Source: an optimization exercise on an open RTL-to-GDS flow (aim: small area). Production flows keep margins and buffers that such runs may drop. In this exercise RTL edits were held to simulation tests only and were not proved equivalent to the original. Power and IR drop assume default switching activity.

// CPU
module CPU(
	input clock,
	input [15:0] d_datain,
	input enable,
	input [15:0] i_datain,
	input reset,
	input start,
	output [7:0] d_addr,
	output [15:0] d_dataout,
	output d_we,
	output [7:0] i_addr
	);
	localparam [4:0] NOP = 5'b00000, HALT = 5'b00001, LOAD = 5'b00010, STORE = 5'b00011,
		LDIH = 5'b10000, ADD = 5'b01000, ADDI = 5'b01001, ADDC = 5'b10001, SUB = 5'b10010,
		SUBI = 5'b10011, SUBC = 5'b10100, CMP = 5'b01100, AND = 5'b01101, OR = 5'b01110,
		NOT = 5'b10111, XOR = 5'b01111, SLL = 5'b00100, SRL = 5'b00110, SLA = 5'b00101,
		SRA = 5'b00111, SLR = 5'b01010, SRR = 5'b01011, JUMP = 5'b11000, JMPR = 5'b11001,
		BZ = 5'b11010, BNZ = 5'b11011, BN = 5'b11100, BNN = 5'b11101, BC = 5'b11110,
		BNC = 5'b11111, INC = 5'b10101, DEC = 5'b10110;
	reg run;
	reg [7:0] pc;
	reg [7:0] id_hi, id_lo;
	reg [7:0] ex_hi, ex_lo;
	wire [15:0] id_ir = {id_hi, id_lo};
	wire [15:0] ex_ir = {ex_hi, ex_lo};
	reg [4:0] mem_op;
	reg [2:0] mem_r1;
	reg [15:0] reg_C;
	reg cf;
	reg [15:0] smdr1;
	reg wb_wr, wb_halt;
	reg [2:0] wb_r1;
	reg [15:0] reg_C1;
	reg p_wr;
	reg [2:0] p_r1;
	reg [15:0] reg_C2;
	reg [15:0] gr [0:7];
	wire mem_load  = (mem_op == LOAD);
	wire mem_store = (mem_op == STORE);
	wire zf = (reg_C == 16'd0);
	wire nf = reg_C[15];
	wire taken = (mem_op == JUMP) || (mem_op == JMPR) ||
		((mem_op == BZ) && zf) || ((mem_op == BNZ) && !zf) ||
		((mem_op == BN) && nf) || ((mem_op == BNN) && !nf) ||
		((mem_op == BC) && cf) || ((mem_op == BNC) && !cf);
	assign i_addr = pc;
	assign d_we = mem_store;
	assign d_addr = (mem_load || mem_store) ? reg_C[7:0] : 8'd0;
	assign d_dataout = mem_store ? smdr1 : 16'd0;
	wire mem_wr = (mem_op == LOAD) || (mem_op == LDIH) || (mem_op == ADD) ||
		(mem_op == ADDI) || (mem_op == ADDC) || (mem_op == SUB) || (mem_op == SUBI) ||
		(mem_op == SUBC) || (mem_op == INC) || (mem_op == DEC) || (mem_op == AND) ||
		(mem_op == OR) || (mem_op == NOT) || (mem_op == XOR) || (mem_op == SLL) ||
		(mem_op == SRL) || (mem_op == SLA) || (mem_op == SRA) || (mem_op == SLR) ||
		(mem_op == SRR);
	wire [4:0] iop = i_datain[15:11];
	wire [2:0] ld_r = id_ir[10:8];
	wire stall = (id_ir[15:11] == LOAD) && (
		(((iop == ADD) || (iop == ADDC) || (iop == SUB) || (iop == SUBC) ||
		  (iop == OR) || (iop == XOR) || (iop == AND)) &&
		 ((ld_r == i_datain[2:0]) || (ld_r == i_datain[6:4]))) ||
  ...
For scale: about 1,300 cells after synthesis, about 250 flip-flops, roughly 69 I/O pins, roughly 14,000 sq um of cells after synthesis.
clock: 10.0 ns
lec_check: 0
cap_margin: 0
core_margin: 2
core_utilization: 40
slew_margin: 0
standard.sh (not shown) runs the stock make flow with config.mk's settings and CLKGATE_MAP_FILE= SYNTH_SCRIPT=/design/flow/synth_recipe.tcl, a recipe that flattens the netlist after the stock synthesis.
==> flow/flow/run.sh <==
#!/bin/bash
# Own layout flow: the standard flow with three changes.
#  1. Synthesis is synth_recipe.tcl unchanged except that Yosys's abc pass runs
#     flow/abc_area.script (an area-oriented mapping). abc maps only the
#     combinational logic, after the flip-flops are mapped and named, so the
#     registers are those of the standard synthesis.
#  2. Port buffers are sky130_fd_sc_hd__buf_1 instead of the default buffer.
#  3. Clock tree: clkbuf_8 buffers, sinks clustered by 20, no dummy loads.
# Each tool's output goes to a log file in the work folder.
set -euo pipefail
W=$PWD
F=$W/flow

{
	head -n 1 "$W/synth_recipe.tcl"
	cat <<EOF
proc abc {args} {
	set i [lsearch \$args -script]
	if { \$i >= 0 } { set args [lreplace \$args \$i [expr {\$i + 1}] -script $F/abc_area.script] }
	yosys abc {*}\$args
}
EOF
	tail -n +2 "$W/synth_recipe.tcl"
} > "$W/own_synth.tcl"

make -C "$FLOW_HOME" DESIGN_CONFIG="$W/config.mk" WORK_HOME="$W/orfs" CLKGATE_MAP_FILE= \
	SYNTH_SCRIPT="$W/own_synth.tcl" synth > "$W/own_synth.log" 2>&1

bash "$W/standard.sh" \
	"BUFFER_PORTS_ARGS=-buffer_cell sky130_fd_sc_hd__buf_1" \
	"CTS_ARGS=-sink_clustering_enable -repair_clock_nets -buf_list sky130_fd_sc_hd__clkbuf_8 -sink_clustering_size 20 -sink_clustering_max_diameter 70 -dont_use_dummy_load" \
	finish > "$W/own_layout.log" 2>&1
==> flow/flow/abc_area.script <==
&get -n
&st
&dch -f
&nf -a -R 1000
&put
mfs2
strash
&get -n
&st
&dch -f
&nf -a -R 1000
&put
buffer -c
topo
stime -c
upsize -c
dnsize -c
==> next run, changes <==
==> flow/flow/abc_area.script (replaced) <==
&get -n
&st
&dch -f
&nf -a -R 1000
&put
mfs2
strash
&get -n
&st
&dch -f
&nf -a -R 1000
&put
topo
stime -c
The changed run completed without violations.
Die area decreases by 2.7%.
Cell count hardly moves.
Wire length decreases by 1.9%.
Worst hold slack is worse by 0.0069 ns.
Maximum frequency increases by 2.5%.
==> next run, changes <==
--- a/flow/flow/run.sh
+++ b/flow/flow/run.sh
@@ -31 +31 @@
-	"CTS_ARGS=-sink_clustering_enable -repair_clock_nets -buf_list sky130_fd_sc_hd__clkbuf_8 -sink_clustering_size 20 -sink_clustering_max_diameter 70 -dont_use_dummy_load" \
+	"CTS_ARGS=-sink_clustering_enable -repair_clock_nets -buf_list sky130_fd_sc_hd__clkbuf_8 -sink_clustering_size 20 -sink_clustering_max_diameter 50 -dont_use_dummy_load" \
--- a/flow/config.mk
+++ b/flow/config.mk
@@ -8 +8 @@
-export CAP_MARGIN = 0
+export CAP_MARGIN = 20
@@ -11 +11 @@
-export SLEW_MARGIN = 0
+export SLEW_MARGIN = 20
Outcome: Worst hold slack gets worse by 0.029 ns; routed wire length barely changes; register-to-register slack gets better by 0.05 ns; sequential share of layout area decreases by 0.40 points; cell count increases by 0.39%; synthesized cell count does not change; sequential cell count stays the same; global-route usage decreases by 0.14 points; critical path depth is unchanged; power increases by about 1.6%; design area increases by about 0.8%.
==> next run, changes <==
--- a/flow/flow/run.sh
+++ b/flow/flow/run.sh
@@ -31 +31 @@
-	"CTS_ARGS=-sink_clustering_enable -repair_clock_nets -buf_list sky130_fd_sc_hd__clkbuf_8 -sink_clustering_size 20 -sink_clustering_max_diameter 50 -dont_use_dummy_load" \
+	"CTS_ARGS=-sink_clustering_enable -repair_clock_nets -buf_list sky130_fd_sc_hd__clkbuf_8 -sink_clustering_size 20 -sink_clustering_max_diameter 70 -dont_use_dummy_load" \
--- a/flow/flow/abc_area.script
+++ b/flow/flow/abc_area.script
@@ -0,0 +1,7 @@
+&get -n
+&st
+&dch -f
+&nf -a -R 1000
+&put
+mfs2
+strash
--- a/flow/config.mk
+++ b/flow/config.mk
@@ -8 +8 @@
-export CAP_MARGIN = 20
+export CAP_MARGIN = 0
@@ -11 +11 @@
-export SLEW_MARGIN = 20
+export SLEW_MARGIN = 0
=> Non-clock buffer count climbs by 1; clock power drops by about 11%; core utilization drops by 0.24 points; clock-buffer cell count drops by 7; worst hold slack is worse by 0.0097 ns; cell count barely changes.

-- static timing again, ports no longer ideal --
The flow's constraints put no driver on any port. The routed layouts listed below were extracted and timed again, unchanged, in two steps.
Step 1, drivers: a clkbuf_16 drives clock and a buf_2 each remaining input, both assumed.
Step 2 times the ports against the registers' clock, not the clock port: input delays grow and output delays shrink by t, the midpoint of the rising clock arrivals with the driver on.
Slacks: ideal ports / drivers / drivers and shift; pairs: ideal ports / drivers.
run | shift t [ns] | setup WS [ns] | latest minus earliest clock arrival (ns)
the first run | 0.593 | 1.530 / 1.530 / 1.530 | 0.079 / 0.080
the second run | 0.604 | 1.735 / 1.735 / 1.735 | 0.086 / 0.085
the third run | 0.647 | 1.790 / 1.790 / 1.790 | 0.099 / 0.100
the fourth run | 0.596 | 1.080 / 1.080 / 1.080 | 0.114 / 0.113
After both steps setup and hold are still met in every run listed.
